What follows belongs to an exercise in optimizing a design on an open flow for small area; a production flow would make more cautious choices. RTL that was checked went through simulation tests only; none was proved equivalent to the original. For run 1, only the layout was checked, not whether the RTL still works. Power and IR drop assume default switching activity.

==> flow/design.v (outline; a module is shown in full before it is edited, if it fits) <==
// module SRRC_filter: 1584 lines
// module srrc_fa: 6 lines
// module srrc_ha: 6 lines
// module srrc_nand2: 5 lines
// module srrc_nor2: 5 lines
module SRRC_filter (clk, reset, symb_in, symb_out);
  // ...
==> flow/flow/run.sh <==
#!/bin/bash
# The standard layout (standard.sh) with two changes:
#  * clock tree synthesis uses clkbuf_8 and adds no dummy balancing loads;
#  * the port buffers that buffer_ports inserts are buf_1 cells.
set -e
export CTS_ARGS="-sink_clustering_enable -repair_clock_nets -dont_use_dummy_load -buf_list sky130_fd_sc_hd__clkbuf_8"
export BUFFER_PORTS_ARGS="-buffer_cell sky130_fd_sc_hd__buf_1"
bash standard.sh > standard.log 2>&1
==> flow/standard.sh <==
#!/bin/bash
# synth_recipe.tcl (not shown) runs the flow's synth.tcl, then flattens the netlist and writes it again
# the make line also repeats each setting of config.mk as NAME=value (left out here)
make -C /OpenROAD-flow-scripts/flow DESIGN_CONFIG=/design/flow/config.mk WORK_HOME=/design/flow/orfs CLKGATE_MAP_FILE= SYNTH_SCRIPT=/design/flow/synth_recipe.tcl "${@:-finish}"
==> flow/config.mk <==
export PLATFORM = sky130hd
export DESIGN_NAME = SRRC_filter
export DESIGN_NICKNAME = SRRC_filter
export VERILOG_FILES = /design/flow/design.v
export SDC_FILE = /design/flow/constraint.sdc
export NUM_CORES = 4
export LEC_CHECK = 0
export CAP_MARGIN = 20
export CORE_MARGIN = 2
export CORE_UTILIZATION = 40
export SLEW_MARGIN = 20
export SYNTH_HIERARCHICAL = 1
export SYNTH_MINIMUM_KEEP_SIZE = 0
==> flow/constraint.sdc <==
create_clock -name core_clock -period 10.0 [get_ports {clk}]
set_input_delay 2.0000 -clock core_clock [delete_from_list [all_inputs] [get_ports {clk}]]
set_output_delay 2.0000 -clock core_clock [all_outputs]
set_load 0.01 [all_outputs]
==> results_dict.tcl, run 1 <==
set metrics [dict create \
    ant_nets 0 \
    clk-power_mw 0.376 \
    required_ns 10.40 \
    path_depth 24 \
    synthAdderAreaFrac 0.597 \
    final-clk-cell-share 0.0183 \
    drt-pass1-iter-count 4 \
    power_mw 2.69 \
    period_share 0.962 \
    path_clk_slew_ns 0.08 \
    grt.busiest_layer "met2" \
    p_comb_mw 1.55 \
    antennaDiodeCount 0 \
    swShare 0.394 \
    min_path_cells 1 \
    wl_mm 27.0 \
    critPathKind "reg -> reg" \
    worstReg2RegStart "r8[0]$_DFF_P_" \
    die_w_um 177 \
    antenna_found_initial 0 \
    finalCoreUtilization 0.432 \
    p_clk_frac 0.140 \
    arrival_ns 10.02 \
    cpPeakStageDelay_ns 0.59 \
    drt_iter0_markers 341 \
    multi_input_area_sq_um 8070 \
    rows 63 \
    layout.cells.non_filler 1262 \
    outcome "no timing/DRC/antenna violations" \
    yosysSeqAreaShare 0.304 \
    tns_ns 0 \
    powerSeq_mw 0.767 \
    routed-via-count 6001 \
    core-area_sq_um 29600 \
    crit_path_frequent_cell "fa_1" \
    ff_latch_area_sq_um 3660 \
    min_from "r8[0]$_DFF_P_" \
    worst_slack_ns 0.385 \
    pre_cts_slack_ns 0.155 \
    hold_end "r9[0]$_DFF_P_" \
    clock_path_buffers 2 \
]
==> run 2, diff against run 1 <==
--- a/flow/design.v
+++ b/flow/design.v
@@ -21,29 +21,26 @@
 	reg [7:0] r17;
 	reg [7:0] r18;
 	reg [7:0] r19;
 	reg [7:0] r20;
 	reg [7:0] r21;
 	wire [7:0] acc;
 	reg rc;
 	reg ra16;
-	reg rb16;
 	reg ra17;
 	reg ra18;
 	reg rb18;
 	reg ra19;
 	reg ra20;
 	reg rb20;
 	reg ra21;
-	reg rb21;
 	reg ra22;
 	reg rb22;
 	reg ra23;
-	reg rb23;
 	wire q16;
 	wire qc16;
 	wire q17;
 	wire qc17;
 	wire q18;
 	wire qc18;
 	wire q19;
 	wire qc19;
@@ -651,23 +648,23 @@
 	wire s574;
 	wire c575;
 	wire s576;
 	wire c577;
 	wire s578;
 	wire c579;
 	wire s580;
 	wire c581;
-	wire s582;
-	wire c583;
-	wire n584;
-	wire s585;
-	wire c586;
-	wire s587;
-	wire c588;
+	wire n582;
+	wire s583;
+	wire c584;
+	wire n585;
+	wire s586;
+	wire c587;
+	wire n588;
 	wire s589;
 	wire c590;
 	wire s591;
 	wire c592;
 	wire s593;
 	wire c594;
 	wire s595;
 	wire c596;
@@ -678,71 +675,71 @@
 	wire s601;
 	wire c602;
 	wire s603;
 	wire c604;
 	wire s605;
 	wire c606;
 	wire s607;
 	wire c608;
-	wire n609;
-	wire s610;
-	wire c611;
-	wire n612;
-	wire s613;
-	wire c614;
-	wire s615;
-	wire c616;
-	wire s617;
-	wire c618;
-	wire s619;
-	wire c620;
-	wire s621;
-	wire c622;
-	wire s623;
-	wire c624;
-	wire s625;
-	wire c626;
-	wire s627;
-	wire c628;
-	wire s629;
-	wire c630;
-	wire s631;
-	wire c632;
-	wire n633;
+	wire s609;
+	wire c610;
+	wire n611;
+	wire s612;
+	wire c613;
+	wire n614;
+	wire n615;
+	wire s616;
+	wire c617;
+	wire s618;
+	wire c619;
+	wire s620;
+	wire c621;
+	wire s622;
+	wire c623;
+	wire s624;
+	wire c625;
+	wire s626;
+	wire c627;
+	wire s628;
+	wire c629;
+	wire s630;
+	wire c631;
+	wire s632;
+	wire c633;
 	wire s634;
 	wire c635;
 	wire n636;
 	wire s637;
 	wire c638;
-	wire s639;
-	wire c640;
-	wire s641;
-	wire c642;
-	wire s643;
-	wire c644;
-	wire s645;
-	wire c646;
-	wire s647;
-	wire c648;
-	wire s649;
-	wire c650;
-	wire s651;
-	wire c652;
-	wire s653;
-	wire c654;
-	wire s655;
-	wire c656;
-	wire s657;
-	wire c658;
-	wire n659;
-	wire s660;
-	wire c661;
-	wire s662;
-	wire c663;
+	wire n639;
+	wire s640;
+	wire c641;
+	wire s642;
+	wire c643;
+	wire s644;
+	wire c645;
+	wire s646;
+	wire c647;
+	wire s648;
+	wire c649;
+	wire s650;
+	wire c651;
+	wire s652;
+	wire c653;
+	wire s654;
+	wire c655;
+	wire s656;
+	wire c657;
+	wire s658;
+	wire c659;
+	wire n660;
+	wire s661;
+	wire c662;
+	wire n663;
 	wire s664;
 	wire c665;
 	wire s666;
 	wire c667;
 	wire s668;
 	wire c669;
 	wire s670;
 	wire c671;
@@ -753,19 +750,19 @@
 	wire s676;
 	wire c677;
 	wire s678;
 	wire c679;
 	wire s680;
 	wire c681;
 	wire s682;
 	wire c683;
-	wire n684;
-	wire s685;
-	wire c686;
+	wire s684;
+	wire c685;
+	wire n686;
 	wire s687;
 	wire c688;
 	wire s689;
 	wire c690;
 	wire s691;
 	wire c692;
 	wire s693;
 	wire c694;
@@ -794,19 +791,19 @@
 	wire c717;
 	wire s718;
 	wire c719;
 	wire s720;
 	wire c721;
 	wire n722;
 	wire s723;
 	wire c724;
-	wire s725;
-	wire c726;
-	wire n727;
+	wire n725;
+	wire s726;
+	wire c727;
 	wire s728;
 	wire c729;
 	wire n730;
 	wire s731;
 	wire c732;
 	wire s733;
 	wire c734;
 	wire s735;
@@ -815,31 +812,31 @@
 	wire c738;
 	wire s739;
 	wire c740;
 	wire s741;
 	wire c742;
 	wire n743;
 	wire s744;
 	wire c745;
-	wire s746;
-	wire c747;
-	wire n748;
+	wire n746;
+	wire s747;
+	wire c748;
 	wire n749;
-	wire s750;
-	wire c751;
-	wire s752;
-	wire c753;
-	wire s754;
-	wire c755;
-	wire s756;
-	wire c757;
-	wire s758;
-	wire c759;
-	wire n760;
+	wire n750;
+	wire s751;
+	wire c752;
+	wire s753;
+	wire c754;
+	wire s755;
+	wire c756;
+	wire s757;
+	wire c758;
+	wire s759;
+	wire c760;
 	wire s761;
 	wire c762;
 	wire n763;
 	wire s764;
 	wire c765;
 	wire n766;
 	wire s767;
 	wire c768;
@@ -854,48 +851,47 @@
 	wire n777;
 	wire s778;
 	wire c779;
 	wire n780;
 	wire s781;
 	wire c782;
 	wire s783;
 	wire c784;
-	wire s785;
-	wire c786;
-	wire n787;
-	wire n788;
-	wire s789;
-	wire c790;
+	wire n785;
+	wire s786;
+	wire c787;
+	wire s788;
+	wire c789;
+	wire n790;
 	wire s791;
 	wire c792;
 	wire n793;
-	wire n794;
-	wire s795;
-	wire c796;
-	wire n797;
-	wire n798;
-	wire s799;
-	wire c800;
+	wire s794;
+	wire c795;
+	wire s796;
+	wire c797;
+	wire s798;
+	wire c799;
+	wire k800;
 	wire k801;
 	wire k802;
 	wire k803;
 	wire k804;
 	wire k805;
 	wire k806;
 	wire k807;
 	wire k808;
 	wire k809;
 	wire k810;
 	wire k811;
 	wire k812;
 	wire k813;
 	wire k814;
 	wire k815;
-	wire k816;
 	assign nrst = ~reset;
 	srrc_nand2 g1_0 (.a(nrst), .b(symb_in[0]), .y(d1[0]));
 	srrc_nand2 g1_1 (.a(nrst), .b(symb_in[1]), .y(d1[1]));
 	srrc_nand2 g1_2 (.a(nrst), .b(symb_in[2]), .y(d1[2]));
 	srrc_nand2 g1_3 (.a(nrst), .b(symb_in[3]), .y(d1[3]));
 	srrc_nand2 g1_4 (.a(nrst), .b(symb_in[4]), .y(d1[4]));
 	srrc_nand2 g1_5 (.a(nrst), .b(symb_in[5]), .y(d1[5]));
 	srrc_nand2 g1_6 (.a(nrst), .b(symb_in[6]), .y(d1[6]));
@@ -1080,45 +1076,39 @@
 		r17 <= d17;
 		r18 <= d18;
 		r19 <= d19;
 		r20 <= d20;
 		r21 <= d21;
 		if (reset) begin
 			rc <= 1'b0;
 			ra16 <= 1'b0;
-			rb16 <= 1'b0;
 			ra17 <= 1'b0;
 			ra18 <= 1'b0;
 			rb18 <= 1'b0;
 			ra19 <= 1'b0;
 			ra20 <= 1'b0;
 			rb20 <= 1'b0;
 			ra21 <= 1'b0;
-			rb21 <= 1'b0;
 			ra22 <= 1'b0;
 			rb22 <= 1'b0;
 			ra23 <= 1'b0;
-			rb23 <= 1'b0;
 		end else begin
-			rc <= k816;
-			ra16 <= c686;
-			rb16 <= n709;
+			rc <= k815;
+			ra16 <= n709;
 			ra17 <= n730;
-			ra18 <= n748;
-			rb18 <= n749;
+			ra18 <= n749;
+			rb18 <= n750;
 			ra19 <= n766;
-			ra20 <= 1'b1;
+			ra20 <= s778;
 			rb20 <= n780;
-			ra21 <= n787;
-			rb21 <= n788;
-			ra22 <= n793;
-			rb22 <= n794;
-			ra23 <= s795;
-			rb23 <= n798;
+			ra21 <= s794;
+			ra22 <= s796;
+			rb22 <= c795;
+			ra23 <= s798;
 		end
 	end
 	srrc_ha us1 (.a(r1[0]), .b(r21[0]), .s(s1), .co(c2));
 	srrc_fa us3 (.a(r1[1]), .b(r21[1]), .ci(c2), .s(s3), .co(c4));
 	srrc_fa us5 (.a(r1[2]), .b(r21[2]), .ci(c4), .s(s5), .co(c6));
 	srrc_fa us7 (.a(r1[3]), .b(r21[3]), .ci(c6), .s(s7), .co(c8));
 	srrc_fa us9 (.a(r1[4]), .b(r21[4]), .ci(c8), .s(s9), .co(c10));
 	srrc_fa us11 (.a(r1[5]), .b(r21[5]), .ci(c10), .s(s11), .co(c12));
@@ -1408,183 +1398,184 @@
 	srrc_fa us542 (.a(s538), .b(c514), .ci(s311), .s(s542), .co(c543));
 	srrc_fa us544 (.a(s214), .b(c516), .ci(s234), .s(s544), .co(c545));
 	srrc_fa us546 (.a(s540), .b(s331), .ci(c518), .s(s546), .co(c547));
 	srrc_fa us548 (.a(c520), .b(c171), .ci(s542), .s(s548), .co(c549));
 	srrc_fa us550 (.a(s544), .b(c524), .ci(s548), .s(s550), .co(c551));
 	srrc_fa us552 (.a(c526), .b(s550), .ci(s242), .s(s552), .co(c553));
 	srrc_fa us554 (.a(s546), .b(c522), .ci(c530), .s(s554), .co(c555));
 	assign n556 = ~s554;
-	srrc_ha us557 (.a(c528), .b(s552), .s(s557), .co(c558));
+	srrc_fa us557 (.a(c528), .b(s552), .ci(n556), .s(s557), .co(c558));
 	assign n559 = ~s557;
 	assign s560 = ~(s81 ^ s315);
 	assign c561 = s81 | s315;
 	srrc_fa us562 (.a(s560), .b(s274), .ci(s121), .s(s562), .co(c563));
 	srrc_fa us564 (.a(s258), .b(c535), .ci(s192), .s(s564), .co(c565));
 	srrc_fa us566 (.a(s280), .b(c537), .ci(c32), .s(s566), .co(c567));
 	srrc_fa us568 (.a(c533), .b(s562), .ci(c539), .s(s568), .co(c569));
 	srrc_fa us570 (.a(s564), .b(c541), .ci(s566), .s(s570), .co(c571));
 	srrc_fa us572 (.a(s313), .b(s568), .ci(c543), .s(s572), .co(c573));
 	srrc_fa us574 (.a(s216), .b(s236), .ci(c545), .s(s574), .co(c575));
 	srrc_fa us576 (.a(c332), .b(s570), .ci(c547), .s(s576), .co(c577));
 	srrc_fa us578 (.a(c549), .b(s572), .ci(s574), .s(s578), .co(c579));
 	srrc_fa us580 (.a(c551), .b(s578), .ci(s244), .s(s580), .co(c581));
-	srrc_fa us582 (.a(c553), .b(c558), .ci(s580), .s(s582), .co(c583));
-	assign n584 = ~s582;
-	srrc_fa us585 (.a(s576), .b(c555), .ci(n584), .s(s585), .co(c586));
-	srrc_fa us587 (.a(s83), .b(c561), .ci(s317), .s(s587), .co(c588));
-	srrc_fa us589 (.a(s587), .b(s276), .ci(s123), .s(s589), .co(c590));
-	assign s591 = ~(s97 ^ s260);
-	assign c592 = s97 | s260;
-	srrc_fa us593 (.a(s591), .b(s194), .ci(c565), .s(s593), .co(c594));
-	srrc_fa us595 (.a(s282), .b(c567), .ci(s593), .s(s595), .co(c596));
-	srrc_fa us597 (.a(c563), .b(s589), .ci(c314), .s(s597), .co(c598));
-	srrc_fa us599 (.a(c569), .b(s597), .ci(c573), .s(s599), .co(c600));
-	srrc_fa us601 (.a(s218), .b(c575), .ci(s238), .s(s601), .co(c602));
-	srrc_fa us603 (.a(c571), .b(s595), .ci(c577), .s(s603), .co(c604));
-	srrc_fa us605 (.a(s599), .b(c579), .ci(s601), .s(s605), .co(c606));
-	srrc_fa us607 (.a(s605), .b(c581), .ci(s246), .s(s607), .co(c608));
-	assign n609 = ~s603;
-	srrc_fa us610 (.a(n609), .b(c583), .ci(s607), .s(s610), .co(c611));
-	assign n612 = ~s610;
-	srrc_fa us613 (.a(s113), .b(s85), .ci(s319), .s(s613), .co(c614));
-	srrc_fa us615 (.a(c588), .b(s613), .ci(s278), .s(s615), .co(c616));
-	srrc_fa us617 (.a(s99), .b(c592), .ci(s262), .s(s617), .co(c618));
-	srrc_fa us619 (.a(s125), .b(c590), .ci(s615), .s(s619), .co(c620));
-	srrc_fa us621 (.a(s196), .b(c594), .ci(s617), .s(s621), .co(c622));
-	srrc_fa us623 (.a(s284), .b(c596), .ci(s621), .s(s623), .co(c624));
-	srrc_fa us625 (.a(s619), .b(c598), .ci(c600), .s(s625), .co(c626));
-	srrc_fa us627 (.a(s220), .b(s240), .ci(c602), .s(s627), .co(c628));
-	srrc_fa us629 (.a(s625), .b(s627), .ci(c606), .s(s629), .co(c630));
-	srrc_fa us631 (.a(s629), .b(s248), .ci(c608), .s(s631), .co(c632));
-	assign n633 = ~s631;
-	srrc_fa us634 (.a(s623), .b(c604), .ci(n633), .s(s634), .co(c635));
-	assign n636 = ~c611;
-	assign s637 = ~(s297 ^ s115);
-	assign c638 = s297 | s115;
-	srrc_fa us639 (.a(s637), .b(s87), .ci(s321), .s(s639), .co(c640));
-	srrc_fa us641 (.a(c614), .b(s639), .ci(s280), .s(s641), .co(c642));
-	srrc_fa us643 (.a(s101), .b(s264), .ci(c618), .s(s643), .co(c644));
-	srrc_fa us645 (.a(c616), .b(s127), .ci(c620), .s(s645), .co(c646));
-	srrc_fa us647 (.a(s198), .b(c622), .ci(s643), .s(s647), .co(c648));
-	srrc_fa us649 (.a(s286), .b(c624), .ci(s647), .s(s649), .co(c650));
-	srrc_fa us651 (.a(s641), .b(s645), .ci(c626), .s(s651), .co(c652));
-	srrc_fa us653 (.a(s222), .b(s242), .ci(c628), .s(s653), .co(c654));
-	srrc_fa us655 (.a(s651), .b(c630), .ci(s653), .s(s655), .co(c656));
-	srrc_fa us657 (.a(s655), .b(s250), .ci(c632), .s(s657), .co(c658));
-	assign n659 = ~s657;
-	srrc_fa us660 (.a(s649), .b(c635), .ci(n659), .s(s660), .co(c661));
-	srrc_fa us662 (.a(c638), .b(s117), .ci(s299), .s(s662), .co(c663));
-	srrc_fa us664 (.a(s662), .b(s89), .ci(s323), .s(s664), .co(c665));
-	srrc_fa us666 (.a(c640), .b(s664), .ci(c128), .s(s666), .co(c667));
-	srrc_fa us668 (.a(s282), .b(c642), .ci(s666), .s(s668), .co(c669));
-	srrc_fa us670 (.a(s103), .b(s266), .ci(c644), .s(s670), .co(c671));
-	srrc_fa us672 (.a(c287), .b(s200), .ci(c648), .s(s672), .co(c673));
-	srrc_fa us674 (.a(s670), .b(c650), .ci(s672), .s(s674), .co(c675));
-	srrc_fa us676 (.a(c646), .b(s668), .ci(s224), .s(s676), .co(c677));
-	srrc_fa us678 (.a(c652), .b(s244), .ci(c654), .s(s678), .co(c679));
-	srrc_fa us680 (.a(s676), .b(s678), .ci(c656), .s(s680), .co(c681));
-	srrc_fa us682 (.a(c251), .b(s680), .ci(c658), .s(s682), .co(c683));
-	assign n684 = ~s682;
-	srrc_fa us685 (.a(s674), .b(c661), .ci(n684), .s(s685), .co(c686));
-	srrc_fa us687 (.a(s119), .b(s301), .ci(c663), .s(s687), .co(c688));
-	srrc_fa us689 (.a(s687), .b(s91), .ci(s325), .s(s689), .co(c690));
-	srrc_fa us691 (.a(c665), .b(s689), .ci(c667), .s(s691), .co(c692));
-	srrc_fa us693 (.a(s284), .b(s691), .ci(c669), .s(s693), .co(c694));
-	srrc_fa us695 (.a(s105), .b(s268), .ci(c671), .s(s695), .co(c696));
-	srrc_fa us697 (.a(s202), .b(s695), .ci(c673), .s(s697), .co(c698));
+	assign n582 = ~s576;
+	srrc_fa us583 (.a(n582), .b(c553), .ci(s580), .s(s583), .co(c584));
+	assign n585 = ~c555;
+	srrc_fa us586 (.a(n585), .b(s583), .ci(c558), .s(s586), .co(c587));
+	assign n588 = ~s586;
+	srrc_fa us589 (.a(s83), .b(c561), .ci(s317), .s(s589), .co(c590));
+	srrc_fa us591 (.a(s589), .b(s276), .ci(s123), .s(s591), .co(c592));
+	assign s593 = ~(s97 ^ s260);
+	assign c594 = s97 | s260;
+	srrc_fa us595 (.a(s593), .b(s194), .ci(c565), .s(s595), .co(c596));
+	srrc_fa us597 (.a(s282), .b(c567), .ci(s595), .s(s597), .co(c598));
+	srrc_fa us599 (.a(c563), .b(s591), .ci(c314), .s(s599), .co(c600));
+	srrc_fa us601 (.a(c569), .b(s599), .ci(c573), .s(s601), .co(c602));
+	srrc_fa us603 (.a(s218), .b(c575), .ci(s238), .s(s603), .co(c604));
+	srrc_fa us605 (.a(c571), .b(s597), .ci(c577), .s(s605), .co(c606));
+	srrc_fa us607 (.a(s601), .b(c579), .ci(s603), .s(s607), .co(c608));
+	srrc_fa us609 (.a(s607), .b(c581), .ci(s246), .s(s609), .co(c610));
+	assign n611 = ~s605;
+	srrc_fa us612 (.a(n611), .b(c584), .ci(s609), .s(s612), .co(c613));
+	assign n614 = ~s612;
+	assign n615 = ~c587;
+	srrc_fa us616 (.a(s113), .b(s85), .ci(s319), .s(s616), .co(c617));
+	srrc_fa us618 (.a(c590), .b(s616), .ci(s278), .s(s618), .co(c619));
+	srrc_fa us620 (.a(s99), .b(c594), .ci(s262), .s(s620), .co(c621));
+	srrc_fa us622 (.a(s125), .b(c592), .ci(s618), .s(s622), .co(c623));
+	srrc_fa us624 (.a(s196), .b(c596), .ci(s620), .s(s624), .co(c625));
+	srrc_fa us626 (.a(s284), .b(c598), .ci(s624), .s(s626), .co(c627));
+	srrc_fa us628 (.a(s622), .b(c600), .ci(c602), .s(s628), .co(c629));
+	srrc_fa us630 (.a(s220), .b(s240), .ci(c604), .s(s630), .co(c631));
+	srrc_fa us632 (.a(s628), .b(s630), .ci(c608), .s(s632), .co(c633));
+	srrc_fa us634 (.a(s632), .b(s248), .ci(c610), .s(s634), .co(c635));
+	assign n636 = ~s634;
+	srrc_fa us637 (.a(s626), .b(c606), .ci(n636), .s(s637), .co(c638));
+	assign n639 = ~c613;
+	srrc_fa us640 (.a(s297), .b(s115), .ci(s87), .s(s640), .co(c641));
+	srrc_fa us642 (.a(s321), .b(c617), .ci(s640), .s(s642), .co(c643));
+	srrc_fa us644 (.a(s642), .b(s280), .ci(c619), .s(s644), .co(c645));
+	srrc_fa us646 (.a(s101), .b(s264), .ci(c621), .s(s646), .co(c647));
+	srrc_fa us648 (.a(s127), .b(c623), .ci(s644), .s(s648), .co(c649));
+	srrc_fa us650 (.a(s198), .b(c625), .ci(s646), .s(s650), .co(c651));
+	srrc_fa us652 (.a(s286), .b(c627), .ci(s650), .s(s652), .co(c653));
+	srrc_fa us654 (.a(s648), .b(c629), .ci(s222), .s(s654), .co(c655));
+	srrc_fa us656 (.a(s242), .b(c631), .ci(s654), .s(s656), .co(c657));
+	srrc_fa us658 (.a(c633), .b(s656), .ci(s250), .s(s658), .co(c659));
+	assign n660 = ~s652;
+	srrc_fa us661 (.a(n660), .b(c635), .ci(s658), .s(s661), .co(c662));
+	assign n663 = ~s661;
+	srrc_fa us664 (.a(s117), .b(s299), .ci(s89), .s(s664), .co(c665));
+	srrc_fa us666 (.a(c641), .b(s323), .ci(c643), .s(s666), .co(c667));
+	srrc_fa us668 (.a(s664), .b(s666), .ci(c128), .s(s668), .co(c669));
+	srrc_fa us670 (.a(s282), .b(c645), .ci(s668), .s(s670), .co(c671));
+	srrc_fa us672 (.a(s103), .b(s266), .ci(c647), .s(s672), .co(c673));
+	srrc_fa us674 (.a(c287), .b(s200), .ci(c651), .s(s674), .co(c675));
+	srrc_fa us676 (.a(s672), .b(c653), .ci(s674), .s(s676), .co(c677));
+	srrc_fa us678 (.a(c649), .b(s670), .ci(s224), .s(s678), .co(c679));
+	srrc_fa us680 (.a(c655), .b(s244), .ci(s678), .s(s680), .co(c681));
+	srrc_fa us682 (.a(c657), .b(s680), .ci(c251), .s(s682), .co(c683));
+	srrc_fa us684 (.a(c659), .b(s682), .ci(c662), .s(s684), .co(c685));
+	assign n686 = ~s684;
+	srrc_fa us687 (.a(s119), .b(s301), .ci(s91), .s(s687), .co(c688));
+	srrc_fa us689 (.a(c665), .b(s325), .ci(c667), .s(s689), .co(c690));
+	srrc_fa us691 (.a(s687), .b(s689), .ci(c669), .s(s691), .co(c692));
+	srrc_fa us693 (.a(s284), .b(s691), .ci(c671), .s(s693), .co(c694));
+	srrc_fa us695 (.a(s105), .b(s268), .ci(c673), .s(s695), .co(c696));
+	srrc_fa us697 (.a(s202), .b(s695), .ci(c675), .s(s697), .co(c698));
 	assign n699 = ~s693;
-	srrc_fa us700 (.a(n699), .b(s697), .ci(c675), .s(s700), .co(c701));
-	srrc_fa us702 (.a(c225), .b(c677), .ci(s246), .s(s702), .co(c703));
-	srrc_fa us704 (.a(c679), .b(c681), .ci(s702), .s(s704), .co(c705));
+	srrc_fa us700 (.a(n699), .b(s697), .ci(c677), .s(s700), .co(c701));
+	srrc_fa us702 (.a(c225), .b(c679), .ci(s246), .s(s702), .co(c703));
+	srrc_fa us704 (.a(c681), .b(s702), .ci(c683), .s(s704), .co(c705));
 	assign n706 = ~s700;
-	srrc_fa us707 (.a(n706), .b(s704), .ci(c683), .s(s707), .co(c708));
+	srrc_fa us707 (.a(n706), .b(s704), .ci(c685), .s(s707), .co(c708));
 	assign n709 = ~s707;
-	srrc_fa us710 (.a(s121), .b(s303), .ci(c688), .s(s710), .co(c711));
-	srrc_fa us712 (.a(s710), .b(s93), .ci(s327), .s(s712), .co(c713));
-	srrc_fa us714 (.a(c690), .b(s712), .ci(c692), .s(s714), .co(c715));
+	srrc_fa us710 (.a(s121), .b(s303), .ci(s93), .s(s710), .co(c711));
+	srrc_fa us712 (.a(c688), .b(s327), .ci(c690), .s(s712), .co(c713));
+	srrc_fa us714 (.a(s710), .b(s712), .ci(c692), .s(s714), .co(c715));
 	srrc_fa us716 (.a(s286), .b(c694), .ci(s714), .s(s716), .co(c717));
 	srrc_fa us718 (.a(s107), .b(c269), .ci(c696), .s(s718), .co(c719));
 	srrc_fa us720 (.a(s204), .b(c698), .ci(s718), .s(s720), .co(c721));
 	assign n722 = ~s716;
 	srrc_fa us723 (.a(n722), .b(c701), .ci(s720), .s(s723), .co(c724));
-	srrc_fa us725 (.a(s248), .b(c703), .ci(c705), .s(s725), .co(c726));
-	assign n727 = ~s723;
-	srrc_fa us728 (.a(n727), .b(s725), .ci(c708), .s(s728), .co(c729));
+	assign n725 = ~s723;
+	srrc_fa us726 (.a(n725), .b(s248), .ci(c703), .s(s726), .co(c727));
+	srrc_fa us728 (.a(s726), .b(c705), .ci(c708), .s(s728), .co(c729));
 	assign n730 = ~s728;
-	srrc_fa us731 (.a(s123), .b(s305), .ci(c711), .s(s731), .co(c732));
-	srrc_fa us733 (.a(s731), .b(s95), .ci(s329), .s(s733), .co(c734));
-	srrc_fa us735 (.a(c713), .b(c287), .ci(s733), .s(s735), .co(c736));
+	srrc_fa us731 (.a(s123), .b(s305), .ci(s95), .s(s731), .co(c732));
+	srrc_fa us733 (.a(c711), .b(s329), .ci(c713), .s(s733), .co(c734));
+	srrc_fa us735 (.a(s731), .b(c287), .ci(s733), .s(s735), .co(c736));
 	srrc_fa us737 (.a(c715), .b(s735), .ci(c717), .s(s737), .co(c738));
-	srrc_fa us739 (.a(s109), .b(c719), .ci(s206), .s(s739), .co(c740));
-	srrc_fa us741 (.a(c721), .b(s739), .ci(c724), .s(s741), .co(c742));
-	assign n743 = ~s741;
-	srrc_fa us744 (.a(s737), .b(n743), .ci(s250), .s(s744), .co(c745));
-	srrc_ha us746 (.a(s744), .b(c726), .s(s746), .co(c747));
-	assign n748 = ~s746;
-	assign n749 = ~c729;
-	srrc_fa us750 (.a(s125), .b(s307), .ci(c732), .s(s750), .co(c751));
-	srrc_fa us752 (.a(c96), .b(s750), .ci(s331), .s(s752), .co(c753));
-	srrc_fa us754 (.a(c734), .b(s752), .ci(c736), .s(s754), .co(c755));
-	srrc_fa us756 (.a(s111), .b(c207), .ci(c740), .s(s756), .co(c757));
-	srrc_fa us758 (.a(s754), .b(c738), .ci(c251), .s(s758), .co(c759));
-	assign n760 = ~c745;
-	srrc_fa us761 (.a(s756), .b(c742), .ci(n760), .s(s761), .co(c762));
-	assign n763 = ~s761;
-	srrc_fa us764 (.a(s758), .b(n763), .ci(c747), .s(s764), .co(c765));
+	assign s739 = ~(s109 ^ c719);
+	assign c740 = s109 | c719;
+	srrc_fa us741 (.a(s739), .b(s206), .ci(c721), .s(s741), .co(c742));
+	assign n743 = ~s737;
+	srrc_fa us744 (.a(n743), .b(s741), .ci(c724), .s(s744), .co(c745));
+	assign n746 = ~s744;
+	srrc_fa us747 (.a(n746), .b(s250), .ci(c727), .s(s747), .co(c748));
+	assign n749 = ~s747;
+	assign n750 = ~c729;
+	srrc_fa us751 (.a(s125), .b(s307), .ci(c96), .s(s751), .co(c752));
+	srrc_fa us753 (.a(c732), .b(s751), .ci(s331), .s(s753), .co(c754));
+	srrc_fa us755 (.a(c734), .b(s753), .ci(c736), .s(s755), .co(c756));
+	srrc_fa us757 (.a(s111), .b(c740), .ci(c207), .s(s757), .co(c758));
+	srrc_fa us759 (.a(c742), .b(s757), .ci(c745), .s(s759), .co(c760));
+	srrc_fa us761 (.a(s755), .b(c738), .ci(c251), .s(s761), .co(c762));
+	assign n763 = ~s759;
+	srrc_fa us764 (.a(n763), .b(s761), .ci(c748), .s(s764), .co(c765));
 	assign n766 = ~s764;
-	srrc_fa us767 (.a(s127), .b(s309), .ci(c751), .s(s767), .co(c768));
-	srrc_fa us769 (.a(c332), .b(s767), .ci(c753), .s(s769), .co(c770));
-	assign n771 = ~c112;
-	srrc_fa us772 (.a(n771), .b(s769), .ci(c755), .s(s772), .co(c773));
-	assign n774 = ~c757;
-	srrc_fa us775 (.a(s772), .b(n774), .ci(c759), .s(s775), .co(c776));
+	srrc_fa us767 (.a(s127), .b(s309), .ci(c752), .s(s767), .co(c768));
+	srrc_fa us769 (.a(c332), .b(s767), .ci(c754), .s(s769), .co(c770));
+	assign n771 = ~s769;
+	assign s772 = ~(c112 ^ n771);
+	assign c773 = c112 | n771;
+	assign n774 = ~c756;
+	srrc_fa us775 (.a(s772), .b(n774), .ci(c758), .s(s775), .co(c776));
 	assign n777 = ~c762;
-	srrc_fa us778 (.a(s775), .b(n777), .ci(c765), .s(s778), .co(c779));
-	assign n780 = ~s778;
+	srrc_fa us778 (.a(s775), .b(c760), .ci(n777), .s(s778), .co(c779));
+	assign n780 = ~c765;
 	srrc_fa us781 (.a(c128), .b(s311), .ci(c768), .s(s781), .co(c782));
-	srrc_fa us783 (.a(s781), .b(c770), .ci(c773), .s(s783), .co(c784));
-	srrc_ha us785 (.a(s783), .b(c776), .s(s785), .co(c786));
-	assign n787 = ~s785;
-	assign n788 = ~c779;
-	assign s789 = ~(s313 ^ c782);
-	assign c790 = s313 | c782;
-	srrc_ha us791 (.a(s789), .b(c784), .s(s791), .co(c792));
+	assign s783 = ~(s781 ^ c770);
+	assign c784 = s781 | c770;
+	assign n785 = ~s783;
+	srrc_fa us786 (.a(n785), .b(c773), .ci(c776), .s(s786), .co(c787));
+	srrc_fa us788 (.a(s313), .b(c782), .ci(c784), .s(s788), .co(c789));
+	assign n790 = ~s788;
+	srrc_fa us791 (.a(c314), .b(c789), .ci(s788), .s(s791), .co(c792));
 	assign n793 = ~s791;
-	assign n794 = ~c786;
-	assign s795 = ~(c314 ^ c790);
-	assign c796 = c314 | c790;
-	assign n797 = ~s795;
-	assign n798 = ~c792;
-	assign s799 = ~(n559 ^ s554);
-	assign c800 = n559 | s554;
-	assign k801 = s252 & n335;
-	assign k802 = (n345 & s343) | (n345 & k801) | (s343 & k801);
-	assign k803 = s357 & k802;
-	assign k804 = s374 & k803;
-	assign k805 = s395 & k804;
-	assign k806 = s418 & k805;
-	assign k807 = n445 & k806;
-	assign k808 = (s472 & n471) | (s472 & k807) | (n471 & k807);
-	assign k809 = (s501 & n503) | (s501 & k808) | (n503 & k808);
-	assign k810 = (n531 & s529) | (n531 & k809) | (s529 & k809);
-	assign k811 = s799 & k810;
-	assign k812 = (c800 & s585) | (c800 & k811) | (s585 & k811);
-	assign k813 = (c586 & n612) | (c586 & k812) | (n612 & k812);
-	assign k814 = (n636 & s634) | (n636 & k813) | (s634 & k813);
-	assign k815 = s660 & k814;
-	assign k816 = s685 & k815;
-	srrc_fa uq16 (.a(ra16), .b(rb16), .ci(rc), .s(q16), .co(qc16));
+	assign s794 = ~(s786 ^ c779);
+	assign c795 = s786 | c779;
+	srrc_ha us796 (.a(s788), .b(c787), .s(s796), .co(c797));
+	assign s798 = ~(n793 ^ c797);
+	assign c799 = n793 | c797;
+	assign k800 = s252 & n335;
+	assign k801 = (n345 & s343) | (n345 & k800) | (s343 & k800);
+	assign k802 = s357 & k801;
+	assign k803 = s374 & k802;
+	assign k804 = s395 & k803;
+	assign k805 = s418 & k804;
+	assign k806 = n445 & k805;
+	assign k807 = (s472 & n471) | (s472 & k806) | (n471 & k806);
+	assign k808 = (s501 & n503) | (s501 & k807) | (n503 & k807);
+	assign k809 = (n531 & s529) | (n531 & k808) | (s529 & k808);
+	assign k810 = n559 & k809;
+	assign k811 = n588 | k810;
+	assign k812 = (n614 & n615) | (n614 & k811) | (n615 & k811);
+	assign k813 = (n639 & s637) | (n639 & k812) | (s637 & k812);
+	assign k814 = (c638 & n663) | (c638 & k813) | (n663 & k813);
+	assign k815 = (s676 & n686) | (s676 & k814) | (n686 & k814);
+	srrc_ha uq16 (.a(ra16), .b(rc), .s(q16), .co(qc16));
 	srrc_ha uq17 (.a(ra17), .b(qc16), .s(q17), .co(qc17));
 	srrc_fa uq18 (.a(ra18), .b(rb18), .ci(qc17), .s(q18), .co(qc18));
 	srrc_ha uq19 (.a(ra19), .b(qc18), .s(q19), .co(qc19));
 	srrc_fa uq20 (.a(ra20), .b(rb20), .ci(qc19), .s(q20), .co(qc20));
-	srrc_fa uq21 (.a(ra21), .b(rb21), .ci(qc20), .s(q21), .co(qc21));
+	srrc_ha uq21 (.a(ra21), .b(qc20), .s(q21), .co(qc21));
 	srrc_fa uq22 (.a(ra22), .b(rb22), .ci(qc21), .s(q22), .co(qc22));
-	assign acc = {ra23 ^ rb23 ^ qc22, q22, q21, q20, q19, q18, q17, q16};
+	assign acc = {ra23 ^ qc22, q22, q21, q20, q19, q18, q17, q16};
 	assign symb_out = acc;
 endmodule
 module srrc_fa (a, b, ci, s, co);
 	input a, b, ci;
 	output s, co;
 	assign s = a ^ b ^ ci;
 	assign co = (a & b) | (ci & (a ^ b));
 endmodule
==> flow/flow/run.sh (replaced) <==
#!/bin/bash
# The standard layout (standard.sh) with two changes:
#  * clock tree synthesis uses clkbuf_8 and adds no dummy balancing loads;
#  * the port buffers that buffer_ports inserts are buf_1 cells.
set -e
export CTS_ARGS="-sink_clustering_enable -repair_clock_nets -dont_use_dummy_load -buf_list sky130_fd_sc_hd__clkbuf_8 -sink_clustering_size 60 -sink_clustering_max_diameter 500"
export BUFFER_PORTS_ARGS="-buffer_cell sky130_fd_sc_hd__buf_1"
bash standard.sh > standard.log 2>&1
==> results_dict.tcl, run 2 <==
set metrics [dict create \
    outcome "no timing/DRC/antenna violations" \
    pre_cts_slack_ns 0.568 \
    cp-end-kind "flip-flop" \
    wl_mm 26.6 \
    routed-via-count 5961 \
    seqPwrFrac 0.293 \
    cts_buffers 17 \
    multi_input_area_sq_um 7990 \
    core-area_sq_um 29600 \
    startpoint "r8[0]$_DFF_P_" \
    die-area_sq_um 31300 \
    fillers 2712 \
    cts_tree "done" \
    endpoint "ra17$_SDFF_PP0_" \
    drt-pass1-iter-count 4 \
    p_per_area_nw_per_um2 202 \
    post_synth_num_cell_types 23 \
    reg2reg_depth 23 \
    holdCritPathClass "reg -> reg" \
    slew_headroom 0.371 \
    worst_slack_ns 0.588 \
    placed_area_sq_um 12500 \
    grt_pass1_wl_mm 41.0 \
    chipHeight_um 177 \
    setup_viol 0 \
    async_flop_share 0 \
    tns_ns 0 \
    final_cell_mix "332 x fa_1, 180 x dfxtp_1, 90 x nor2_1" \
    rows 63 \
    ant_nets 0 \
    switchingPower_mw 0.975 \
    synthTopCellsByCount "332 x fa_1, 180 x dfxtp_1, 90 x nor2_1" \
    via_per_inst 4.74 \
    drc 0 \
    antenna_found_initial 0 \
    cts_hold_buf 0 \
    whs_ns 0.382 \
    dp_hpwl_mm 23.8 \
    reg2reg_slack_ns 0.59 \
    design_area_sq_um 12700 \
    insertion_delay_ns 0.47 \
    cts_resized 0 \
    cpPeakStageDelay_ns 0.52 \
    clock_path_buffers 2 \
    clock-sinks 180 \
    path_cells "ha_1, fa_1, fa_1, fa_1, fa_1, fa_1, fa_1, fa_1, fa_1, fa_1, fa_1, fa_1, fa_1, fa_1, fa_1, ha_1, ha_1, fa_1, fa_1, fa_1, fa_1, fa_1, nor2_1" \
    synth_top_cell_area_share 0.556 \
    avgSynthCellArea_sq_um 14.2 \
    yosysSeqAreaShare 0.302 \
    final.setup_skew_ns 0.0292 \
    synthTopCellsByArea "fa_1 56%, dfxtp_1 30%, ha_1 4.3%" \
    ys_warn_count 7 \
    drv_cap 0 \
    post_cts_buffers 0 \
    antennaDiodeCount 0 \
    grt_pass1_vias 6876 \
    rsz0062_at_grt "no" \
    max_freq_ghz 0.106 \
    cts-root-buf "clkbuf_8" \
    required_ns 10.33 \
    ys.flop_type "dfxtp_1" \
    period_needed_ns 9.41 \
    synth_most_common_cell "fa_1" \
    num-nets-final 1252 \
    synth-edff-count 0 \
    worstReg2RegStart "r8[0]$_DFF_P_" \
    drive_above_1_share 0.0300 \
    io_buffers 17 \
    p_clk_frac 0.145 \
    power.leakage_nw 4.97 \
    post-synth-top-area-cell "fa_1" \
    timing.rr.end "ra17$_SDFF_PP0_" \
    arrival_ns 9.74 \
    ys_seq_elements 180 \
    area_growth_pct 6.26 \
    path_clk_slew_ns 0.08 \
    die_w_um 177 \
    drt_iter0_markers 343 \
    ff_latch_area_sq_um 3600 \
    grt_max_degree 88 \
    gr-usage-all-layers 0.187 \
    final_common_cell "fa_1" \
    swShare 0.381 \
    synthCells 839 \
    period_share 0.941 \
    syn_nets 1222 \
    start_util 0.404 \
    wl_per_cell_um 21.1 \
    worst_pin_slew_ns 0.943 \
    top_level_ports 18 \
    overflow 0 \
    start_kind "flip-flop" \
    synth_area_sq_um 11900 \
    comb_power_share 0.562 \
    cp_slowest_cell "fa_1" \
    cp_max_fo 2 \
    internal-power_mw 1.59 \
    peakVddDrop_uv 184 \
    critPathKind "reg -> reg" \
    crit_path_frequent_cell "fa_1" \
    drv_slew 0 \
    htreeDepth 4 \
    routabilityCongestion 0.952 \
    final-hold-violation-count 0 \
]
-- run 2: per-module statistics from Yosys (local to each module, per instance) --
module	cell area (sq um)	flops+latches	cells inside
SRRC_filter	4260	180	307
srrc_fa	20.0	0	1
srrc_ha	12.5	0	1
srrc_nand2	3.75	0	1
srrc_nor2	3.75	0	1
-- run 2: area by class of cell --
class | count | share of cell area
clock buffers | 17 | 0.0184
inverters | 79 | 0.0234
multi-input cells | 572 | 0.629
flip-flops and latches | 180 | 0.284
well taps | 390 | 0.0384
repair buffers | 19 | 0.00650
-- run 2: critical path, delay by kind of cell, from the launching register on --
family                     cells  cell delay (ns)
DFF                            1             0.32
and+or+nand+nor                1             0.04
adders and majority gates     22             8.93
-- run 2: how the worst min path moves through the flow --
stage                         from              to  slack [ns]  cells past startpoint
floorplan           r12[0]$_DFF_P_  r13[0]$_DFF_P_        0.36                      1
global placement    r10[0]$_DFF_P_  r11[0]$_DFF_P_        0.37                      1
detailed placement   r2[0]$_DFF_P_   r3[0]$_DFF_P_        0.37                      1
CTS                  r8[0]$_DFF_P_   r9[0]$_DFF_P_        0.38                      1
global route         r8[0]$_DFF_P_   r9[0]$_DFF_P_        0.39                      1
finish               r8[0]$_DFF_P_   r9[0]$_DFF_P_        0.38                      1
-- run 2: per-layer routing --
| metal | up-vias | part of all wire | global-route usage |
|---|---|---|---|
| met5 | - | 0 | 0 |
| met4 | 0 | 0.022 | 0.0541 |
| met3 | 33 | 0.082 | 0.0509 |
| met2 | 173 | 0.48 | 0.296 |
| met1 | 3192 | 0.42 | 0.254 |
| li1 | 2563 | - | - |
-- run 2: logic make-up (layout without fill, tap and decap cells) --
kind of cell               count (synthesis)  after routing  synth area share
AOI/OAI and AO/OA                          9              9           0.00586
xor gates and xnor gates                   2              2           0.00147
adders and majority gates                376            376             0.602
and+or+nand+nor                          185            185            0.0596
DFF                                      180            180             0.302
buffers and inverters                     87            115            0.0295
-- run 2: stage by stage --
step / util / std cells / total power, mW
after global placement: 0.422 / 1240 / 2.23
after floorplan: - / 839 / 1.91
after global routing: 0.430 / 1257 / 2.84
final: 0.430 / 1257 / 2.56
after detailed placement: 0.422 / 1240 / 2.25
after CTS: 0.430 / 1257 / 2.62
-- run 2: power by group through the flow --
stage | Sequential (mW) | Combinational (mW) | Clock [mW]
after floorplan | 0.767 | 1.15 | 0
after global placement | 0.768 | 1.46 | 0
after detailed placement | 0.769 | 1.48 | 0
after CTS | 0.752 | 1.48 | 0.385
after global routing | 0.754 | 1.68 | 0.410
final | 0.751 | 1.44 | 0.371
==> run 3, diff against run 2 <==
==> flow/flow/run.sh (replaced) <==
#!/bin/bash
# The standard layout (standard.sh) with two changes:
#  * clock tree synthesis uses clkbuf_8 and adds no dummy balancing loads;
#  * the port buffers that buffer_ports inserts are buf_1 cells.
set -e
export CTS_ARGS="-sink_clustering_enable -repair_clock_nets -dont_use_dummy_load -buf_list sky130_fd_sc_hd__clkbuf_8"
export BUFFER_PORTS_ARGS="-buffer_cell sky130_fd_sc_hd__buf_1"
bash standard.sh > standard.log 2>&1
--- a/flow/config.mk
+++ b/flow/config.mk
@@ -5,6 +5,7 @@
 export SDC_FILE = /design/flow/constraint.sdc
 export NUM_CORES = 4
 export LEC_CHECK = 0
+export ABC_AREA = 1
 export CAP_MARGIN = 20
 export CORE_MARGIN = 2
 export CORE_UTILIZATION = 40
==> results_dict.tcl, run 3 <==
set metrics [dict create \
    period_share 0.954 \
    io_buffers 17 \
    ys_warn_count 7 \
    power.leakage_nw 5.03 \
    cts_buffers 17 \
    drv_cap 0 \
    insertion_delay_ns 0.48 \
    cts-root-buf "clkbuf_8" \
    top_level_ports 18 \
    outcome "no timing/DRC/antenna violations" \
    synth_top_cell_area_share 0.555 \
    max_freq_ghz 0.105 \
    wl_per_cell_um 20.7 \
    cp_max_fo 2 \
    period_needed_ns 9.54 \
    cts_tree "done" \
    core-area_sq_um 29600 \
    dp_hpwl_mm 23.5 \
    required_ns 10.30 \
    drv_slew 0 \
    synth_simple_gate_area_frac 0.0621 \
    rsz0062_at_grt "no" \
    timing.rr.end "ra17$_SDFF_PP0_" \
    power_mw 2.62 \
    synth-edff-count 0 \
    grt_pass1_wl_mm 40.8 \
    wl_mm 26.4 \
    cp-end-kind "flip-flop" \
    synth_compound_area_frac 0.00512 \
    p_per_area_nw_per_um2 206 \
    cts_hold_buf 0 \
    antennaDiodeCount 0 \
    htreeDepth 4 \
    grt_pass1_vias 6951 \
    die-area_sq_um 31400 \
    grt_max_degree 88 \
    num-nets-final 1270 \
    worstReg2RegStart "r8[0]$_DFF_P_" \
    final-hold-violation-count 0 \
    avgSynthCellArea_sq_um 14.0 \
    min_path_cells 1 \
    drt_iter0_markers 313 \
    ys.flop_type "dfxtp_1" \
    synth-xor-area-share 0.00146 \
    arrival_ns 9.84 \
    synthTopCellsByCount "332 x fa_1, 180 x dfxtp_1, 104 x nand2_1" \
    synth_top_family_by_area "adder cells" \
    overflow 0 \
    holdCritPathClass "reg -> reg" \
    ant_nets 0 \
    fillers 2747 \
    start_util 0.405 \
    peakVddDrop_uv 190 \
    setup_viol 0 \
    synthAdderAreaFrac 0.597 \
    final_common_cell "fa_1" \
    routed-via-count 6045 \
    clock-sinks 180 \
    async_flop_share 0 \
    synth_most_common_cell "fa_1" \
    synth_mux_area_frac 0 \
    pre_cts_slack_ns 0.509 \
    synthTopCellsByArea "fa_1 55%, dfxtp_1 30%, ha_1 4.3%" \
    final_cell_mix "332 x fa_1, 180 x dfxtp_1, 104 x nand2_1" \
    drive_above_1_share 0.0316 \
    die_w_um 177 \
    placed_area_sq_um 12500 \
    drc 0 \
    tns_ns 0 \
    post_cts_buffers 0 \
    rows 63 \
    start_kind "flip-flop" \
    area_growth_pct 6.24 \
    worst_slack_ns 0.459 \
    worst_pin_slew_ns 0.970 \
    antenna_found_initial 0 \
    cts_resized 0 \
    path_clk_slew_ns 0.10 \
    post_synth_num_cell_types 20 \
    syn_nets 1240 \
    synthCells 857 \
    min_from "r12[0]$_DFF_P_" \
    gr-usage-all-layers 0.185 \
    slew_headroom 0.354 \
    final.setup_skew_ns 0.0361 \
    ys_seq_elements 180 \
    design_area_sq_um 12700 \
    hold_end "r13[0]$_DFF_P_" \
    via_per_inst 4.74 \
    post-synth-top-area-cell "fa_1" \
    reg2reg_slack_ns 0.46 \
    drt-pass1-iter-count 4 \
    critPathKind "reg -> reg" \
    clock_path_buffers 2 \
    yosysSeqAreaShare 0.301 \
    reg2reg_depth 22 \
    synth_area_sq_um 12000 \
    chipHeight_um 177 \
    routabilityCongestion 0.928 \
]
run 3: cell types whose count changed in the layout (fill, tap and decap cells not counted), moves of 2 or more:
cell	previous run	this run
a221oi_1	2	0
nand2_1	88	104
o21ai_0	0	2
nor2_1	90	93
a21oi_2	0	2
inv_2	1	4
nor2b_1	4	0
maj3_2	3	0
inv_1	78	81
run 3: per-module statistics from Yosys, one instance, submodules excluded:
module,flip-flops and latches,copies in the design,area (sq um)
srrc_fa,0,332,20.0
srrc_ha,0,33,12.5
SRRC_filter,180,1,4300
srrc_nor2,0,80,3.75
srrc_nand2,0,87,3.75
run 3: worst max-delay path: stages, from the launching register on:
cell	delay, ns
dfxtp_1	0.33
ha_1	0.21
fa_1	0.43
fa_1	0.42
fa_1	0.41
fa_1	0.52
fa_1	0.46
fa_1	0.39
fa_1	0.48
fa_1	0.46
fa_1	0.39
fa_1	0.52
fa_1	0.46
fa_1	0.40
fa_1	0.53
fa_1	0.42
fa_1	0.41
fa_1	0.40
fa_1	0.41
fa_1	0.39
fa_1	0.38
fa_1	0.48
nor2_1	0.04
run 3: kinds of logic after synthesis:
| logic type | Yosys count |
|---|---|
| adder cells (fa/ha/maj) | 373 |
| AO/OA/AOI/OAI | 9 |
| XOR/XNOR | 2 |
| flip-flops | 180 |
| AND/OR/NAND/NOR | 198 |
| buffers and inverters | 95 |
run 3: worst max path at each step:
stage	start	endpoint	slack, ns	depth (start not counted)
final	r8[0]$_DFF_P_	ra17$_SDFF_PP0_	0.46	22
after floorplan	r8[0]$_DFF_P_	ra17$_SDFF_PP0_	0.93	22
after detailed placement	r8[0]$_DFF_P_	ra17$_SDFF_PP0_	0.51	22
after global placement	r8[0]$_DFF_P_	ra17$_SDFF_PP0_	0.64	22
after CTS	r8[0]$_DFF_P_	ra17$_SDFF_PP0_	0.45	22
after global routing	r8[0]$_DFF_P_	ra17$_SDFF_PP0_	0.20	22
run 3: stage by stage:
step	hold WS (ns)	util	cells
3_5_place_dp	0.373	0.423	1258
3_3_place_gp	0.370	0.423	1258
6_report	0.382	0.431	1275
4_1_cts	0.385	0.431	1275
2_1_floorplan	0.362	-	857
5_1_grt	0.407	0.431	1275
run 3: layout make-up:
class                           instances  area, sq um  area share
Clock buffer                           17          234      0.0184
Timing Repair Buffer                   19         82.6     0.00649
Sequential cell                       180         3600       0.283
Inverter                               87          340      0.0267
Multi-Input combinational cell        582         7980       0.627
Tap cell                              390          488      0.0383
run 3: metal layers:
layer,GRT usage,up-vias,routed length [um]
li1,-,2602,-
met3,0.0524,39,1600
met5,0,-,0
met2,0.295,152,12900
met4,0.0651,0,681
met1,0.243,3252,11200
run 3: power by group:
part / switching [mW] / total (mW) / internal (mW)
clock: 0.227 / 0.378 / 0.150
sequential: 0.0101 / 0.751 / 0.741
combinational: 0.768 / 1.49 / 0.723
==> run 4, diff against run 3 <==
--- a/flow/config.mk
+++ b/flow/config.mk
@@ -5,7 +5,6 @@
 export SDC_FILE = /design/flow/constraint.sdc
 export NUM_CORES = 4
 export LEC_CHECK = 0
-export ABC_AREA = 1
 export CAP_MARGIN = 20
 export CORE_MARGIN = 2
 export CORE_UTILIZATION = 40
==> results_dict.tcl, run 4 <==
set metrics [dict create \
    via_per_inst 4.74 \
    grt_pass1_wl_mm 41.0 \
    arrival_ns 9.74 \
    max_freq_ghz 0.106 \
    wl_mm 26.6 \
    final_common_cell "fa_1" \
    swShare 0.381 \
    routabilityCongestion 0.952 \
    outcome "no timing/DRC/antenna violations" \
    seqPwrFrac 0.293 \
    holdCritPathClass "reg -> reg" \
    ys_warn_count 7 \
    area_growth_pct 6.26 \
    final-hold-violation-count 0 \
    clock_path_buffers 2 \
    post-synth-top-area-cell "fa_1" \
    wl_per_cell_um 21.1 \
    antenna_found_initial 0 \
    internal-power_mw 1.59 \
    start_kind "flip-flop" \
    layout.cells.non_filler 1257 \
    start_util 0.404 \
    avgSynthCellArea_sq_um 14.2 \
    cp_slowest_cell "fa_1" \
    p_per_area_nw_per_um2 202 \
    drt-pass1-iter-count 4 \
    crit_path_frequent_cell "fa_1" \
    drv_slew 0 \
    die_w_um 177 \
    async_flop_share 0 \
    reg2reg_depth 23 \
    worst_pin_slew_ns 0.943 \
    reg2reg_slack_ns 0.59 \
    synth_top_cell_area_share 0.556 \
    synthTopCellsByArea "fa_1 56%, dfxtp_1 30%, ha_1 4.3%" \
    period_share 0.941 \
    core-area_sq_um 29600 \
    chipHeight_um 177 \
    ys.flop_type "dfxtp_1" \
    cts_hold_buf 0 \
    synth_area_sq_um 11900 \
    top_level_ports 18 \
    rsz0062_at_grt "no" \
    min_path_cells 1 \
    final.setup_skew_ns 0.0292 \
    post_cts_buffers 0 \
    slew_headroom 0.371 \
    cts_tree "done" \
    grt_pass1_vias 6876 \
    clock-sinks 180 \
    path_cells "ha_1, fa_1, fa_1, fa_1, fa_1, fa_1, fa_1, fa_1, fa_1, fa_1, fa_1, fa_1, fa_1, fa_1, fa_1, ha_1, ha_1, fa_1, fa_1, fa_1, fa_1, fa_1, nor2_1" \
    cpPeakStageDelay_ns 0.52 \
    drv_cap 0 \
    cp_num_buf_inv 0 \
    period_needed_ns 9.41 \
    worstReg2RegStart "r8[0]$_DFF_P_" \
    path_clk_slew_ns 0.08 \
    grt_max_degree 88 \
    drt_iter0_markers 343 \
    overflow 0 \
    dp_hpwl_mm 23.8 \
    htreeDepth 4 \
    required_ns 10.33 \
    die-area_sq_um 31300 \
    insertion_delay_ns 0.47 \
    num-nets-final 1252 \
    cts_resized 0 \
    drc 0 \
    synthCells 839 \
    syn_nets 1222 \
    drive_above_1_share 0.0300 \
    cp_top_family "adder cells" \
    synth-edff-count 0 \
    final_cell_mix "332 x fa_1, 180 x dfxtp_1, 90 x nor2_1" \
    fillers 2712 \
    p_clk_frac 0.145 \
    routed-via-count 5961 \
    antennaDiodeCount 0 \
    rows 63 \
    setup_viol 0 \
    comb_power_share 0.562 \
    cts-root-buf "clkbuf_8" \
    hold_end "r9[0]$_DFF_P_" \
    yosysSeqAreaShare 0.302 \
    synth_most_common_cell "fa_1" \
    switchingPower_mw 0.975 \
    gr-usage-all-layers 0.187 \
    ant_nets 0 \
    post_synth_num_cell_types 23 \
    dp.cells 1240 \
    min_from "r8[0]$_DFF_P_" \
    io_buffers 17 \
    power.leakage_nw 4.97 \
    peakVddDrop_uv 184 \
    critPathKind "reg -> reg" \
    cts_buffers 17 \
    cp-end-kind "flip-flop" \
    ys_seq_elements 180 \
    timing.rr.end "ra17$_SDFF_PP0_" \
    synthTopCellsByCount "332 x fa_1, 180 x dfxtp_1, 90 x nor2_1" \
    tns_ns 0 \
    cp_max_fo 2 \
]
[run 4: cell count changes after synthesis, moves of 2 or more]
| cell | previous run | this run |
|---|---|---|
| a221oi_1 | 0 | 2 |
| maj3_2 | 0 | 3 |
| nor2b_1 | 0 | 4 |
| inv_2 | 4 | 0 |
| o21ai_0 | 2 | 0 |
| a21oi_2 | 2 | 0 |
| nor2_1 | 93 | 90 |
| nand2_1 | 104 | 88 |
| inv_1 | 81 | 79 |
[run 4: area by class of cell]
cell class | instances | area (sq um) | share of cell area
Clock buffer | 17 | 234 | 0.0184
Inverter | 79 | 297 | 0.0234
Multi-Input combinational cell | 572 | 7990 | 0.629
Sequential cell | 180 | 3600 | 0.284
Tap cell | 390 | 488 | 0.0384
Timing Repair Buffer | 19 | 82.6 | 0.00650
[run 4: cell families (layout without fill, tap and decap cells)]
family / count (synthesis) / count (layout) / synth area share
adders and majority gates: 376 / 376 / 0.602
xor gates and xnor gates: 2 / 2 / 0.00147
and+or+nand+nor: 185 / 185 / 0.0596
buffers and inverters: 87 / 115 / 0.0295
AOI/OAI and AO/OA: 9 / 9 / 0.00586
DFF: 180 / 180 / 0.302
[run 4: power groups by stage]
stage               registers, mW  clock network (mW)  logic [mW]
finish                      0.751               0.371        1.44
global route                0.754               0.410        1.68
CTS                         0.752               0.385        1.48
detailed placement          0.769                   0        1.48
global placement            0.768                   0        1.46
floorplan                   0.767                   0        1.15
[run 4: per-stage QoR]
stage                      util  cell area (sq um)  hold slack (ns)  total power [mW]  worst slack (ns)
final                     0.430              12700            0.382              2.56             0.588
after global routing      0.430              12700            0.386              2.84             0.198
after CTS                 0.430              12700            0.375              2.62             0.554
after detailed placement  0.422              12500            0.373              2.25             0.568
after global placement    0.422              12500            0.368              2.23             0.643
after floorplan               -              11900            0.362              1.91             0.930
[run 4: metal layers]
layer,vias up,track usage,share of wire
li1,2563,-,-
met1,3192,0.254,0.42
met2,173,0.296,0.48
met3,33,0.0509,0.082
met4,0,0.0541,0.022
met5,-,0,0
[run 4: worst max-delay path by stage]
stage | from | end | slack, ns | cells past startpoint
after floorplan | r8[0]$_DFF_P_ | ra17$_SDFF_PP0_ | 0.93 | 22
after global placement | r8[0]$_DFF_P_ | ra17$_SDFF_PP0_ | 0.64 | 22
after detailed placement | r8[0]$_DFF_P_ | ra17$_SDFF_PP0_ | 0.57 | 22
after CTS | r14[0]$_DFF_P_ | ra17$_SDFF_PP0_ | 0.55 | 22
after global routing | r14[0]$_DFF_P_ | rc$_SDFF_PP0_ | 0.20 | 22
final | r8[0]$_DFF_P_ | ra17$_SDFF_PP0_ | 0.59 | 23
[run 4: per-module statistics from Yosys, one instance, submodules excluded]
module / area (sq um) / copies in the design / flops+latches
srrc_nor2: 3.75 / 80 / 0
SRRC_filter: 4260 / 1 / 180
srrc_fa: 20.0 / 332 / 0
srrc_ha: 12.5 / 33 / 0
srrc_nand2: 3.75 / 87 / 0

port drivers added, routing unchanged:
The flow's constraints put no driver on any port. The routed layouts listed below were extracted and timed again, unchanged, in two steps. Step 1 (the two cells are an assumption about what drives the block):
set clk [get_ports {clk}]
set_driving_cell -lib_cell sky130_fd_sc_hd__clkbuf_16 $clk
set_driving_cell -lib_cell sky130_fd_sc_hd__buf_2 [delete_from_list [all_inputs] $clk]
Step 2 moves the port delays by t, midway between the first and last clock arrival at a register: inputs arrive t later, outputs are due t later. That takes back most of the time a late clock gives input paths. Three values: ideal ports, drivers, drivers and shift; two values: the first two.
| run | t (ns) | setup slack, ns | hold slack, ns | worst register clock-pin slew, ns | worst slew at a driven data input, ns |
|---|---|---|---|---|---|
| run 1 | 0.495 | 0.385 / 0.385 / 0.385 | 0.391 / 0.391 / 0.391 | 0.09 / 0.09 | 0.03 |
| run 2 | 0.496 | 0.588 / 0.587 / 0.587 | 0.382 / 0.382 / 0.382 | 0.09 / 0.09 | 0.03 |
| run 3 | 0.505 | 0.459 / 0.459 / 0.459 | 0.382 / 0.382 / 0.382 | 0.11 / 0.11 | 0.03 |
| run 4 | 0.496 | 0.588 / 0.587 / 0.587 | 0.382 / 0.382 / 0.382 | 0.09 / 0.09 | 0.03 |
After both steps setup and hold are still met in every run listed.
